This is an optimization exercise on Yosys and OpenROAD, whose aim is small area, a short achievable clock period and few clock cycles per item, not a production implementation.
In this exercise RTL edits were held to simulation tests only and were not proved equivalent to the original.
Power is estimated from default activity; no workload was simulated.

==> run Z <==
==> flow/design.v <==
`timescale 1 ns / 1 ps
module subFloat64Sigs (
        ap_clk,
        ap_rst,
        ap_start,
        ap_done,
        ap_idle,
        ap_ready,
        a,
        b,
        zSign,
        ap_return
);
input   ap_clk;
input   ap_rst;
input   ap_start;
output   ap_done;
output   ap_idle;
output   ap_ready;
input  [63:0] a;
input  [63:0] b;
input  [0:0] zSign;
output  [63:0] ap_return;
integer k;
reg slow;
reg [54:2] Zreg;
reg [10:0] eXreg;
reg negReg;
wire [10:0] ea = a[62:52];
wire [10:0] eb = b[62:52];
wire [51:0] fa = a[51:0];
wire [51:0] fb = b[51:0];
wire aMax = &ea;
wire bMax = &eb;
wire aFz  = ~|fa;
wire bFz  = ~|fb;
wire aNaN = aMax & ~aFz;
wire bNaN = bMax & ~bFz;
wire aSNaN = aNaN & ~fa[51];
wire bSNaN = bNaN & ~fb[51];
wire aInf = aMax & aFz;
wire bInf = bMax & bFz;
reg [63:0] special;
always @(*) begin
    if (bSNaN | (bNaN & ~aSNaN))
        special = b | 64'h0008_0000_0000_0000;
    else if (aNaN)
        special = a | 64'h0008_0000_0000_0000;
    else if (aInf & bInf)
        special = 64'h7FFF_FFFF_FFFF_FFFF;
    else if (aInf)
        special = a;
    else
        special = {~zSign, 11'h7FF, 52'd0};
end
wire isSpecial = aMax | bMax;
wire za = ~|ea;
wire zb = ~|eb;
wire [10:0] eaE = {ea[10:1], ea[0] | za};
wire [10:0] ebE = {eb[10:1], eb[0] | zb};
wire [52:0] mA = {~za, fa};
wire [52:0] mB = {~zb, fb};
wire [11:0] dab = {1'b0, ea} - {1'b0, eb};
wire [11:0] dba = {1'b0, eb} - {1'b0, ea};
wire [10:0] dAbs = dab[11] ? dba[10:0] : dab[10:0];
wire swap = dab[11];
wire [52:0] mX = swap ? mB : mA;
wire [10:0] eX = swap ? ebE : eaE;
wire eXis1 = eX == 11'd1;
wire [55:0] Zfull = {1'b0, Zreg, 2'b00};
wire [10:0] limN = eXreg - 11'd1;
reg  [55:0] Zl;
always @(*) begin
    for (k = 0; k < 56; k = k + 1)
        Zl[k] = Zfull[k] | (limN == 55 - k);
end
wire [63:0] lzIn = {Zl, 8'hFF};
wire [127:0] LV;                  
wire [64*6-1:0] LC;               
assign LV[63:0] = lzIn;
genvar q, r;
generate
    for (q = 1; q <= 6; q = q + 1) begin : lzl
        for (r = 0; r < (64 >> q); r = r + 1) begin : lzg
            localparam integer VI = 128 - (128 >> (q - 1));    
            localparam integer VO = 128 - (128 >> q);          
            wire vh = LV[VI + 2*r + 1];
            wire vl = LV[VI + 2*r];
            assign LV[VO + r] = vh | vl;
            if (q == 1) begin : first
                assign LC[r] = ~vh;
            end else begin : later
                wire [q-2:0] ch = LC[64*(q-2) + (2*r+1)*(q-1) +: (q-1)];
                wire [q-2:0] cl = LC[64*(q-2) + (2*r)*(q-1) +: (q-1)];
                assign LC[64*(q-1) + r*q +: q] = vh ? {1'b0, ch} : {1'b1, cl};
            end
        end
    end
endgenerate
wire [5:0] sN = LC[64*5 +: 6];
wire zX = swap ? zb : za;
wire zY = swap ? za : zb;
wire [51:0] fY = swap ? fa : fb;
wire [55:0] YwF = (zY & ~zX) ? {fY, 4'b0000} : {~zY, fY, 3'b000};
reg  [55:0] YwS;
always @(*) begin
    for (k = 0; k < 56; k = k + 1)
        YwS[k] = Zfull[55 - k];
end
wire [55:0] Yw = slow ? YwS : YwF;
wire bigSh = ~slow & (|dAbs[10:6]);
wire [5:0] sh = slow ? sN : dAbs[5:0];
wire [56*7-1:0] ST;
wire [5:0] SO;
assign ST[55:0] = Yw;
genvar m;
generate
    for (m = 0; m < 6; m = m + 1) begin : shs
        assign ST[(m+1)*56 +: 56] = sh[m] ? (ST[m*56 +: 56] >> (1 << m)) : ST[m*56 +: 56];
        assign SO[m] = sh[m] & (|ST[m*56 +: (1 << m)]);
    end
endgenerate
wire [55:0] Ys = bigSh ? 56'd0 : ST[6*56 +: 56];
wire yNZ = swap ? ~(za & aFz) : ~(zb & bFz);
wire sticky = ~slow & (bigSh ? yNZ : (|SO));
wire [55:0] Yal = {Ys[55:1], Ys[0] | sticky};
wire [52:0] Yhi = Yal[55:3];
wire [2:0]  Ylo = Yal[2:0];
wire [52:0] pg = ~(mX ^ Yhi);
wire [52:0] gg = mX & ~Yhi;
wire [53*7-1:0] GK;
wire [53*7-1:0] PK;
assign GK[52:0] = gg;
assign PK[52:0] = pg;
genvar l, i;
generate
    for (l = 0; l < 6; l = l + 1) begin : lv
        for (i = 0; i < 53; i = i + 1) begin : bt
            if ((i >> l) & 1) begin : cmb
                localparam integer J = ((i >> l) << l) - 1;
                assign GK[(l+1)*53+i] = GK[l*53+i] | (PK[l*53+i] & GK[l*53+J]);
                assign PK[(l+1)*53+i] = PK[l*53+i] & PK[l*53+J];
            end else begin : pas
                assign GK[(l+1)*53+i] = GK[l*53+i];
                assign PK[(l+1)*53+i] = PK[l*53+i];
            end
        end
    end
endgenerate
wire [52:0] Gp = GK[6*53 +: 53];
wire [52:0] Pp = PK[6*53 +: 53];
wire [52:0] S  = pg ^ {Gp[51:0], 1'b0};
wire [52:0] S1 = pg ^ {Gp[51:0] | Pp[51:0], 1'b1};
wire cout1 = Gp[52] | Pp[52];
wire nz = |Ylo;
wire [2:0] L = 3'd0 - Ylo;             
wire hi  = nz ? S[52] : S1[52];        
wire u51 = nz ? S[51] : S1[51];        
wire incH = L[2] & (L[1] | L[0] | S[0]);
wire selH = ~nz | incH;
wire incL = L[1] & (L[0] | L[2]);
wire selL = ~nz | (L[2] & incL);
wire ovL = selL & S1[52];
wire [10:0] eXm1 = eX - 11'd1;
wire selU = hi ? selH : selL;
wire [51:0] U = selU ? S1[51:0] : S[51:0];
wire [51:0] fracF = hi ? U : {U[50:0], nz & (L[2] ^ incL)};
wire [10:0] expF = (hi | ovL) ? eX : eXm1;
wire neg = ~nz & ~cout1;
reg  [55:0] N;
always @(*) begin
    for (k = 0; k < 56; k = k + 1)
        N[k] = Ys[55 - k];
end
wire [10:0] eNs = eXreg - {5'd0, sN};
wire [62:0] resSlow = {N[55] ? eNs : 11'd0, N[54:3]};
wire zeroZ = ~|Zreg;
wire fastOK = isSpecial | (~neg & (hi | (u51 & ~eXis1)));
wire ovr = isSpecial | slow;
wire [62:0] ovrVal = isSpecial ? special[62:0] : resSlow;
assign ap_return[63] = isSpecial ? special[63] : (~(slow & zeroZ) & (zSign ^ swap ^ (slow & negReg)));
assign ap_return[62:0] = ovr ? ovrVal : {expF, fracF};
assign ap_ready = ap_start & (slow | fastOK);
assign ap_idle  = ~ap_start;
assign ap_done  = ap_ready | ap_idle;
always @(posedge ap_clk) begin
    if (ap_rst == 1'b1)
        slow <= 1'b0;
    else
        slow <= ap_start & ~slow & ~fastOK;
end
always @(posedge ap_clk) begin
    Zreg <= {(neg ? ~S[51:0] : (nz ? S[51:0] : S1[51:0])), L[2]};
    negReg <= neg;
    eXreg <= eX;
end
endmodule
==> flow/flow/run.sh <==
#!/bin/bash
# The standard layout (standard.sh) with these changes:
# - adders are not mapped to the library's full/half-adder cells before ABC,
#   so ABC can restructure the carry logic;
# - port buffers are plain buffers (buf_4) instead of delay cells;
# - the resizer may change a cell's footprint when it resizes.
# make's output goes to flow_make.log; each ORFS step logs under orfs/logs.
set -euo pipefail
bash standard.sh ADDER_MAP_FILE= "BUFFER_PORTS_ARGS=-buffer_cell sky130_fd_sc_hd__buf_4" MATCH_CELL_FOOTPRINT=0 finish > flow_make.log 2>&1
==> flow/standard.sh <==
#!/bin/bash
# synth_recipe.tcl (not shown) runs the flow's synth.tcl, then flattens the netlist and writes it again
# the make line also repeats each setting of config.mk as NAME=value (left out here)
make -C /OpenROAD-flow-scripts/flow DESIGN_CONFIG=/design/flow/config.mk WORK_HOME=/design/flow/orfs CLKGATE_MAP_FILE= SYNTH_SCRIPT=/design/flow/synth_recipe.tcl "${@:-finish}"
==> flow/config.mk <==
export PLATFORM = sky130hd
export DESIGN_NAME = subFloat64Sigs
export DESIGN_NICKNAME = subFloat64Sigs
export VERILOG_FILES = /design/flow/design.v
export SDC_FILE = /design/flow/constraint.sdc
export NUM_CORES = 4
export LEC_CHECK = 0
export ABC_AREA = 1
export CAP_MARGIN = 20
export CORE_MARGIN = 2
export CORE_UTILIZATION = 35
export GPL_TIMING_DRIVEN = 0
export SETUP_SLACK_MARGIN = 0.3
export SLEW_MARGIN = 20
==> flow/constraint.sdc <==
create_clock -name core_clock -period 10.0 [get_ports {ap_clk}]
set_input_delay 2.0000 -clock core_clock [delete_from_list [all_inputs] [get_ports {ap_clk}]]
set_output_delay 2.0000 -clock core_clock [all_outputs]
set_load 0.01 [all_outputs]
==> run F: changes against run Z <==
==> flow/flow/run.sh (replaced) <==
#!/bin/bash
# The standard layout (standard.sh) with these changes:
# - adders are not mapped to the library's full/half-adder cells before ABC,
#   so ABC can restructure the carry logic;
# - port buffers are plain buffers (buf_1, upsized by the resizer where timing needs it) instead of delay cells;
# - the resizer may change a cell's footprint when it resizes.
# make's output goes to flow_make.log; each ORFS step logs under orfs/logs.
set -euo pipefail
bash standard.sh ADDER_MAP_FILE= "BUFFER_PORTS_ARGS=-buffer_cell sky130_fd_sc_hd__buf_1" MATCH_CELL_FOOTPRINT=0 finish > flow_make.log 2>&1
SETUP_SLACK_MARGIN = 0.15   (was 0.3)
==> flow_summary_export.csv <==
group,metric,value,unit
run_status,outcome,"timing/DRC/antenna clean",
routing,avgViaCountPerCell,6.06,
timing,max_freq,103,MHz
layout,final_cell_mix,"nand2_1, nand3_1, inv_1",
layout,drive_above_1_share,18.4,%
pwr,clockPowerShare,7.4,%
setup_path,critPathMaxStageDelay,250,ps
timing,maxSlewHeadroom,8.21,%
grt,grt_util_met2,61.9,%
hold_path,worstHoldStart,"Zreg[50]",
grt,grtUsageMet3,8.51,%
layout,multi_input_area,18000,sq um
place,preCtsSetupSlack,-1530,ps
setup_path,cp-startpoint,"a[60]",
layout,seq_share,5.31,%
place,dp_hpwl,110000,microns
pwr,pg_seq,482,uW
grt,grt_first_pass_wirelength,184000,microns
The numbers above come from run F.

==> flow_summary_export.csv <==
group,metric,value,unit
pwr,clockPowerShare,7.6,%
setup_path,cp-startpoint,"b[59]",
routing,avgViaCountPerCell,6.04,
timing,max_freq,104,MHz
run_status,outcome,"timing/DRC/antenna clean",
layout,seq_share,4.90,%
layout,drive_above_1_share,26.2,%
grt,grt_util_met2,67.3,%
hold_path,worstHoldStart,"Zreg[49]",
pwr,pg_seq,484,uW
timing,maxSlewHeadroom,21.5,%
place,dp_hpwl,114000,microns
layout,multi_input_area,18800,sq um
layout,final_cell_mix,"nand2_1, nand3_1, inv_1",
grt,grtUsageMet3,7.87,%
The numbers above come from run Z.

Testbench counts of run Z, summed over its fixed seeds: cycles 2,448, items 2,400.
Testbench counts of run F, summed over its fixed seeds: cycles 2,448, items 2,400.

[re-timing with driven ports]
In the flow no input, the clock included, has a driving cell. The finished layouts below were timed again as built, in two steps. Step 1 (the two cells are an assumption about what drives the block):
set clk [get_ports {ap_clk}]
set_driving_cell -lib_cell sky130_fd_sc_hd__clkbuf_16 $clk
set_driving_cell -lib_cell sky130_fd_sc_hd__buf_2 [delete_from_list [all_inputs] $clk]
Step 2 times the ports against the registers' clock, not the clock port: input delays grow and output delays shrink by t, the midpoint of the rising clock arrivals with the driver on. Three values: ideal, step 1, step 2; two values: the first two.
run | t (ns) | setup WS [ns] | slew at the worst register clock pin (ns)
run Z | 0.400 | 0.358 / 0.331 / 0.331 | 0.06 / 0.06
run F | 0.395 | 0.245 / 0.219 / 0.219 | 0.06 / 0.06
After both steps setup and hold are still met in every run listed. The setup slack of run Z, which loses most, moves by -0.027 ns with the drivers and by -0.027 ns with both steps.
